Context: an optimization exercise on an open-source flow, tuned for a short achievable clock period and few clock cycles. The choices shown serve that exercise and are no tape-out recipe.
Only simulation tests tie the RTL to the original design; equivalence was not proved.
No activity file was given, so power comes from the tool's default toggle rates.

==> flow/design.v <==
`timescale 1ns / 1ps
module Risc_16_bit(
 input clk,
 input rst,
 output [15:0] imem_addr,
 input  [15:0] imem_data,
 output        dmem_we,
 output [2:0]  dmem_addr,
 output [15:0] dmem_wdata
);
 integer i;
 reg [7:0]  pc;
 reg [15:0] rf  [0:7];
 reg [15:0] rf_sh [0:7];       
 reg [15:0] mem [0:7];
 reg [15:0] e_a, e_b;          
 reg [15:0] e_as;              
 reg [15:0] e_sh;              
 reg [15:0] e_nb;              
 reg        e_ci;              
 reg [2:0]  e_al;              
 reg [2:0]  e_tw [0:7];        
 reg [2:0]  e_dst;             
 reg        e_we;              
 reg        e_add, e_sub, e_not, e_sll, e_srl, e_and, e_or, e_slt, e_lw;
 reg        e_sw, e_beq, e_bne, e_pred;
 reg        e_early;           
 reg [2:0]  e_pa;
 reg        r_pend;
 reg [2:0]  r_addr;
 reg [15:0] r_data;
 reg [2:0]  e_imm;             
 reg [7:0]  e_alt;             
 reg [15:0] w_res;
 reg [2:0]  w_dst;
 reg        w_we;
 assign imem_addr = {7'd0, pc, 1'b0};
 wire [15:0] ins = imem_data;
 wire [3:0]  op  = ins[15:12];
 wire [2:0]  rs  = ins[11:9];
 wire [2:0]  rt  = ins[8:6];
 wire f_j   = (op == 4'b1101);
 wire f_beq = (op == 4'b1011);
 wire f_bne = (op == 4'b1100);
 wire f_lw  = (op == 4'b0000);
 wire f_sw  = (op == 4'b0001);
 wire f_rtype = !(f_j | f_beq | f_bne | f_lw | f_sw);
 wire f_same = (rs == rt);
 wire f_pred = (f_bne & ~f_same) | (f_beq & (f_same | ins[5]));
 wire f_sll = (op == 4'b0101);
 wire f_srl = (op == 4'b0110);
 wire f_sub = (op == 4'b0011);
 wire f_slt = (op == 4'b1001);
 wire [7:0] pc1   = pc + 8'd1;
 reg [3:0] lo_k [0:7];         
 reg [4:0] h0_k [0:7];         
 reg [4:0] h1_k [0:7];         
 integer q;
 always @(*)
  for (q = 0; q < 8; q = q + 1) begin
   lo_k[q] = {1'b0, pc1[2:0]} + q[3:0];
   h0_k[q] = pc1[7:3] + {{2{q[2]}}, q[2:0]};
   h1_k[q] = pc1[7:3] + {{2{q[2]}}, q[2:0]} + 5'd1;
  end
 wire [3:0] t_lo = lo_k[ins[2:0]];
 wire [4:0] t_h0 = h0_k[ins[5:3]];
 wire [4:0] t_h1 = h1_k[ins[5:3]];
 wire [7:0] f_tgt = {t_lo[3] ? t_h1 : t_h0, t_lo[2:0]};
 wire eq = (e_a == e_b);
 wire e_taken = (e_beq & eq) | (e_bne & ~eq);
 wire e_mis = (e_beq | e_bne) & (e_taken != e_pred);
 wire [15:0] res;
 wire fe_a = e_we & (e_dst == rs);
 wire fe_b = e_we & (e_dst == rt);
 wire fw_a = w_we & (w_dst == rs);
 wire fw_b = w_we & (w_dst == rt);
 wire [15:0] o_a = fw_a ? w_res : rf[rs];    
 wire [15:0] f_a = fe_a ? res : o_a;
 wire [15:0] f_b = fe_b ? res : fw_b ? w_res : rf[rt];
 reg  [15:0] w_sh;
 always @(*)
  for (i = 0; i < 16; i = i + 1)
   w_sh[i] = ~|w_res[15:4] & (w_res[3:0] == i);
 wire [15:0] o_sh = fw_b ? w_sh : rf_sh[rt];
 wire f_hold = (f_sll | f_srl) & fe_b;
 wire s_hold = ~e_mis & f_hold;
 wire s_j    = ~e_mis & ~f_hold & f_j;
 wire s_tgt  = ~e_mis & ~f_hold & ~f_j & f_pred;
 wire s_seq  = ~e_mis & ~f_hold & ~f_j & ~f_pred;
 wire [7:0] pc_next = ({8{e_mis}} & e_alt) | ({8{s_hold}} & pc) |
                      ({8{s_j}} & ins[7:0]) | ({8{s_tgt}} & f_tgt) |
                      ({8{s_seq}} & pc1);
 wire [2:0]  ma = e_al + e_imm;
 reg  [7:0]  msel;
 always @(*)
  for (i = 0; i < 8; i = i + 1)
   msel[i] = (e_al == e_tw[i]);
 always @(posedge clk) begin
  if (rst) begin
   pc <= 8'd0;
   e_we <= 1'b0;
   {e_add, e_sub, e_not, e_sll, e_srl, e_and, e_or, e_slt, e_lw} <= 9'd0;
   {e_sw, e_beq, e_bne} <= 3'd0;
   w_we <= 1'b0;
  end else begin
   pc <= pc_next;
   w_we <= e_we;
   if (e_mis | f_hold) begin
    e_we <= 1'b0;
    {e_add, e_sub, e_not, e_sll, e_srl, e_and, e_or, e_slt, e_lw} <= 9'd0;
    {e_sw, e_beq, e_bne} <= 3'd0;
   end else begin
    e_we  <= f_lw | f_rtype;
    e_add <= (op == 4'b0010) | (op == 4'b1010) | (op == 4'b1110) | (op == 4'b1111);
    e_sub <= f_sub;
    e_not <= (op == 4'b0100);
    e_sll <= f_sll;
    e_srl <= f_srl;
    e_and <= (op == 4'b0111);
    e_or  <= (op == 4'b1000);
    e_slt <= f_slt;
    e_lw  <= f_lw;
    e_sw  <= f_sw;
    e_beq <= f_beq;
    e_bne <= f_bne;
   end
  end
 end
 always @(posedge clk) begin
  e_early <= ~fe_a;
  e_pa <= o_a[2:0] + ins[2:0];
  r_addr <= ma;
  r_data <= e_b;
  e_a <= f_a;
  e_b <= f_b;
  e_as <= (f_sll | f_srl) ? f_a : 16'd0;
  e_sh <= (f_sll | f_srl) ? o_sh : 16'd0;
  e_nb <= (f_sub | f_slt) ? ~f_b : 16'd0;
  e_ci <= f_sub | f_slt;
  e_al <= (f_lw | f_sw) ? f_a[2:0] : 3'd0;
  for (i = 0; i < 8; i = i + 1)
   e_tw[i] <= i[2:0] - ins[2:0];
  e_imm <= ins[2:0];
  e_alt <= f_pred ? pc1 : f_tgt;
  e_pred <= f_pred;
  e_dst <= f_lw ? rt : ins[5:3];
  w_res <= res;
  w_dst <= e_dst;
 end
 assign dmem_we    = r_pend | (e_sw & e_early);
 assign dmem_addr  = r_pend ? r_addr : e_pa;
 assign dmem_wdata = r_pend ? r_data : e_b;
 wire [15:0] a = e_a;
 wire [15:0] b = e_b;
 wire [15:0] sum, dif;
 wire        sco, dco;
 ks_add #(16) add_u (.x(a), .y(b),  .ci(1'b0), .s(sum), .co(sco));
 ks_add #(16) sub_u (.x(a), .y(e_nb), .ci(e_ci), .s(dif), .co(dco));
 wire        lt   = ~dco;             
 wire [15:0] sh1  = e_sh;
 wire        sll_ok = e_sll;
 wire        srl_ok = e_srl;
 wire [15:0] shl, shr, ld;
 genvar gj, gk;
 generate
  for (gj = 0; gj < 16; gj = gj + 1) begin : shb
   wire [15:0] tl, tr;
   for (gk = 0; gk < 16; gk = gk + 1) begin : t
    if (gk <= gj) begin : l
     assign tl[gk] = sh1[gk] & e_as[gj-gk];
    end else begin : lz
     assign tl[gk] = 1'b0;
    end
    if (gj + gk < 16) begin : r
     assign tr[gk] = sh1[gk] & e_as[gj+gk];
    end else begin : rz
     assign tr[gk] = 1'b0;
    end
   end
   assign shl[gj] = |tl;
   assign shr[gj] = |tr;
  end
  for (gj = 0; gj < 16; gj = gj + 1) begin : ldb
   wire [7:0] tm;
   for (gk = 0; gk < 8; gk = gk + 1) begin : t
    assign tm[gk] = msel[gk] & mem[gk][gj];
   end
   assign ld[gj] = |tm;
  end
  for (gj = 0; gj < 16; gj = gj + 1) begin : rb
   wire [8:0] tr;
   assign tr[0] = e_add & sum[gj];
   assign tr[1] = e_sub & dif[gj];
   assign tr[2] = e_not & ~a[gj];
   assign tr[3] = sll_ok & shl[gj];
   assign tr[4] = srl_ok & shr[gj];
   assign tr[5] = e_and & a[gj] & b[gj];
   assign tr[6] = e_or & (a[gj] | b[gj]);
   assign tr[7] = (gj == 0) ? (e_slt & lt) : 1'b0;
   assign tr[8] = e_lw & ld[gj];
   assign res[gj] = |tr;
  end
 endgenerate
 always @(posedge clk) begin
  if (rst) begin
   for (i = 0; i < 8; i = i + 1) begin
    rf[i]  <= 16'd0;
    rf_sh[i] <= 16'd1;
    mem[i] <= 16'd0;
   end
   r_pend <= 1'b0;
  end else begin
   r_pend <= e_sw & ~(e_early & ~r_pend);
   if (w_we) begin
    rf[w_dst] <= w_res;
    rf_sh[w_dst] <= w_sh;
   end
   for (i = 0; i < 8; i = i + 1)
    if (e_sw & msel[i]) mem[i] <= e_b;
  end
 end
endmodule
`timescale 1ns / 1ps
module ks_add #(parameter W = 16) (
 input  [W-1:0] x,
 input  [W-1:0] y,
 input          ci,
 output [W-1:0] s,
 output         co
);
 localparam N = W + 1;
 localparam L = (N <= 2) ? 1 : (N <= 4) ? 2 : (N <= 8) ? 3 : (N <= 16) ? 4 : (N <= 32) ? 5 : 6;
 wire [N-1:0] g [0:L];
 wire [N-1:0] p [0:L];
 assign g[0] = {x & y, ci};
 assign p[0] = {x ^ y, 1'b0};
 genvar l, i;
 generate
  for (l = 0; l < L; l = l + 1) begin : lv
   for (i = 0; i < N; i = i + 1) begin : bt
    if (i >= (1 << l)) begin : m
     assign g[l+1][i] = g[l][i] | (p[l][i] & g[l][i-(1<<l)]);
     assign p[l+1][i] = p[l][i] & p[l][i-(1<<l)];
    end else begin : c
     assign g[l+1][i] = g[l][i];
     assign p[l+1][i] = p[l][i];
    end
   end
  end
 endgenerate
 assign s  = p[0][N-1:1] ^ g[L][N-2:0];
 assign co = g[L][N-1];
endmodule
==> flow/config.mk <==
export PLATFORM = sky130hd
export DESIGN_NAME = Risc_16_bit
export DESIGN_NICKNAME = Risc_16_bit
export VERILOG_FILES = /design/flow/design.v
export SDC_FILE = /design/flow/constraint.sdc
export NUM_CORES = 4
export LEC_CHECK = 0
export ABC_CLOCK_PERIOD_IN_PS = 2000
export CAP_MARGIN = 20
export CORE_MARGIN = 2
export CORE_UTILIZATION = 40
export SETUP_SLACK_MARGIN = 4.0
export SLEW_MARGIN = 20
==> flow/constraint.sdc <==
create_clock -name core_clock -period 6.4 [get_ports {clk}]
set_input_delay 1.2800 -clock core_clock [delete_from_list [all_inputs] [get_ports {clk}]]
set_output_delay 1.2800 -clock core_clock [all_outputs]
set_load 0.01 [all_outputs]
standard.sh (not shown) runs the stock make flow with config.mk's settings and CLKGATE_MAP_FILE= SYNTH_SCRIPT=/design/flow/synth_recipe.tcl, a recipe that flattens the netlist after the stock synthesis.
==> flow/flow/run.sh <==
#!/bin/bash
# The standard layout, with one synthesis change: no full/half adder cells
# (ADDER_MAP_FILE empty), so that ABC maps the adders as plain logic.
set -euo pipefail
bash standard.sh ADDER_MAP_FILE= finish > standard.log 2>&1
Testbench counts at the start, summed over its fixed seeds: cycles 24,993.
Next try:
--- a/flow/design.v
+++ b/flow/design.v
@@ -11,11 +11,10 @@
  integer i;
  reg [7:0]  pc;
  reg [15:0] rf  [0:7];
- reg [15:0] rf_sh [0:7];       
  reg [15:0] mem [0:7];
  reg [15:0] e_a, e_b;          
  reg [15:0] e_as;              
- reg [15:0] e_sh;              
+ reg [15:0] e_bs;              
  reg [15:0] e_nb;              
  reg        e_ci;              
  reg [2:0]  e_al;              
@@ -69,6 +68,11 @@
  wire eq = (e_a == e_b);
  wire e_taken = (e_beq & eq) | (e_bne & ~eq);
  wire e_mis = (e_beq | e_bne) & (e_taken != e_pred);
+ wire s_j   = ~e_mis & f_j;
+ wire s_tgt = ~e_mis & ~f_j & f_pred;
+ wire s_seq = ~e_mis & ~f_j & ~f_pred;
+ wire [7:0] pc_next = ({8{e_mis}} & e_alt) | ({8{s_j}} & ins[7:0]) |
+                      ({8{s_tgt}} & f_tgt) | ({8{s_seq}} & pc1);
  wire [15:0] res;
  wire fe_a = e_we & (e_dst == rs);
  wire fe_b = e_we & (e_dst == rt);
@@ -77,19 +81,6 @@
  wire [15:0] o_a = fw_a ? w_res : rf[rs];    
  wire [15:0] f_a = fe_a ? res : o_a;
  wire [15:0] f_b = fe_b ? res : fw_b ? w_res : rf[rt];
- reg  [15:0] w_sh;
- always @(*)
-  for (i = 0; i < 16; i = i + 1)
-   w_sh[i] = ~|w_res[15:4] & (w_res[3:0] == i);
- wire [15:0] o_sh = fw_b ? w_sh : rf_sh[rt];
- wire f_hold = (f_sll | f_srl) & fe_b;
- wire s_hold = ~e_mis & f_hold;
- wire s_j    = ~e_mis & ~f_hold & f_j;
- wire s_tgt  = ~e_mis & ~f_hold & ~f_j & f_pred;
- wire s_seq  = ~e_mis & ~f_hold & ~f_j & ~f_pred;
- wire [7:0] pc_next = ({8{e_mis}} & e_alt) | ({8{s_hold}} & pc) |
-                      ({8{s_j}} & ins[7:0]) | ({8{s_tgt}} & f_tgt) |
-                      ({8{s_seq}} & pc1);
  wire [2:0]  ma = e_al + e_imm;
  reg  [7:0]  msel;
  always @(*)
@@ -105,7 +96,7 @@
   end else begin
    pc <= pc_next;
    w_we <= e_we;
-   if (e_mis | f_hold) begin
+   if (e_mis) begin
     e_we <= 1'b0;
     {e_add, e_sub, e_not, e_sll, e_srl, e_and, e_or, e_slt, e_lw} <= 9'd0;
     {e_sw, e_beq, e_bne} <= 3'd0;
@@ -134,7 +125,7 @@
   e_a <= f_a;
   e_b <= f_b;
   e_as <= (f_sll | f_srl) ? f_a : 16'd0;
-  e_sh <= (f_sll | f_srl) ? o_sh : 16'd0;
+  e_bs <= (f_sll | f_srl) ? f_b : 16'd0;
   e_nb <= (f_sub | f_slt) ? ~f_b : 16'd0;
   e_ci <= f_sub | f_slt;
   e_al <= (f_lw | f_sw) ? f_a[2:0] : 3'd0;
@@ -157,9 +148,10 @@
  ks_add #(16) add_u (.x(a), .y(b),  .ci(1'b0), .s(sum), .co(sco));
  ks_add #(16) sub_u (.x(a), .y(e_nb), .ci(e_ci), .s(dif), .co(dco));
  wire        lt   = ~dco;             
- wire [15:0] sh1  = e_sh;
- wire        sll_ok = e_sll;
- wire        srl_ok = e_srl;
+ wire        big  = |e_bs[15:4];
+ wire [15:0] sh1  = 16'd1 << e_bs[3:0];
+ wire        sll_ok = e_sll & ~big;
+ wire        srl_ok = e_srl & ~big;
  wire [15:0] shl, shr, ld;
  genvar gj, gk;
  generate
@@ -205,16 +197,12 @@
   if (rst) begin
    for (i = 0; i < 8; i = i + 1) begin
     rf[i]  <= 16'd0;
-    rf_sh[i] <= 16'd1;
     mem[i] <= 16'd0;
    end
    r_pend <= 1'b0;
   end else begin
    r_pend <= e_sw & ~(e_early & ~r_pend);
-   if (w_we) begin
-    rf[w_dst] <= w_res;
-    rf_sh[w_dst] <= w_sh;
-   end
+   if (w_we) rf[w_dst] <= w_res;
    for (i = 0; i < 8; i = i + 1)
     if (e_sw & msel[i]) mem[i] <= e_b;
   end
Outcome: The new run completed with no timing, DRC or antenna violations; hold slack hardly moves; non-clock buffer count is higher by 19; total power goes down by about 20%; final area drops by 14%; maximum frequency rose by about 5.4%; via count falls by 12%; sequential cell count came out lower by 128; combinational power falls by about 4%; area after synthesis is lower by 16%; count of clock-buffer cells in the layout decreases by 27; setup slack gains 160 ps; routed wire length goes down by 14%.
Testbench counts after the change, summed over its fixed seeds: cycles 24,801.

port drivers added, routing unchanged:
No port has a modelled driver above. Below, the same layouts with a new extraction and two added sets of constraints.
Step 1: set_driving_cell puts a clkbuf_16 on clk and a buf_2 on each other input, an assumption about the parent block.
Step 2 moves the port delays by t, midway between the first and last clock arrival at a register: inputs arrive t later, outputs are due t later. That takes back most of the time a late clock gives input paths.
Slacks: ideal ports / drivers / drivers and shift; pairs: ideal ports / drivers.
run | shift t [ns] | setup WS [ns] | hold WS [ns] | worst setup path after step 2 | worst slew at a driven data input, ns
the first run | 0.726 | 3.314 / 3.241 / 2.971 | 0.393 / 0.393 / 0.393 | input to register | 0.24
the second run | 0.667 | 3.471 / 3.407 / 3.008 | 0.391 / 0.391 / 0.391 | input to register | 0.10
After both steps every run listed still meets setup and hold. The setup slack of the second run, which loses most, moves by -0.064 ns with the drivers and by -0.463 ns with both steps.
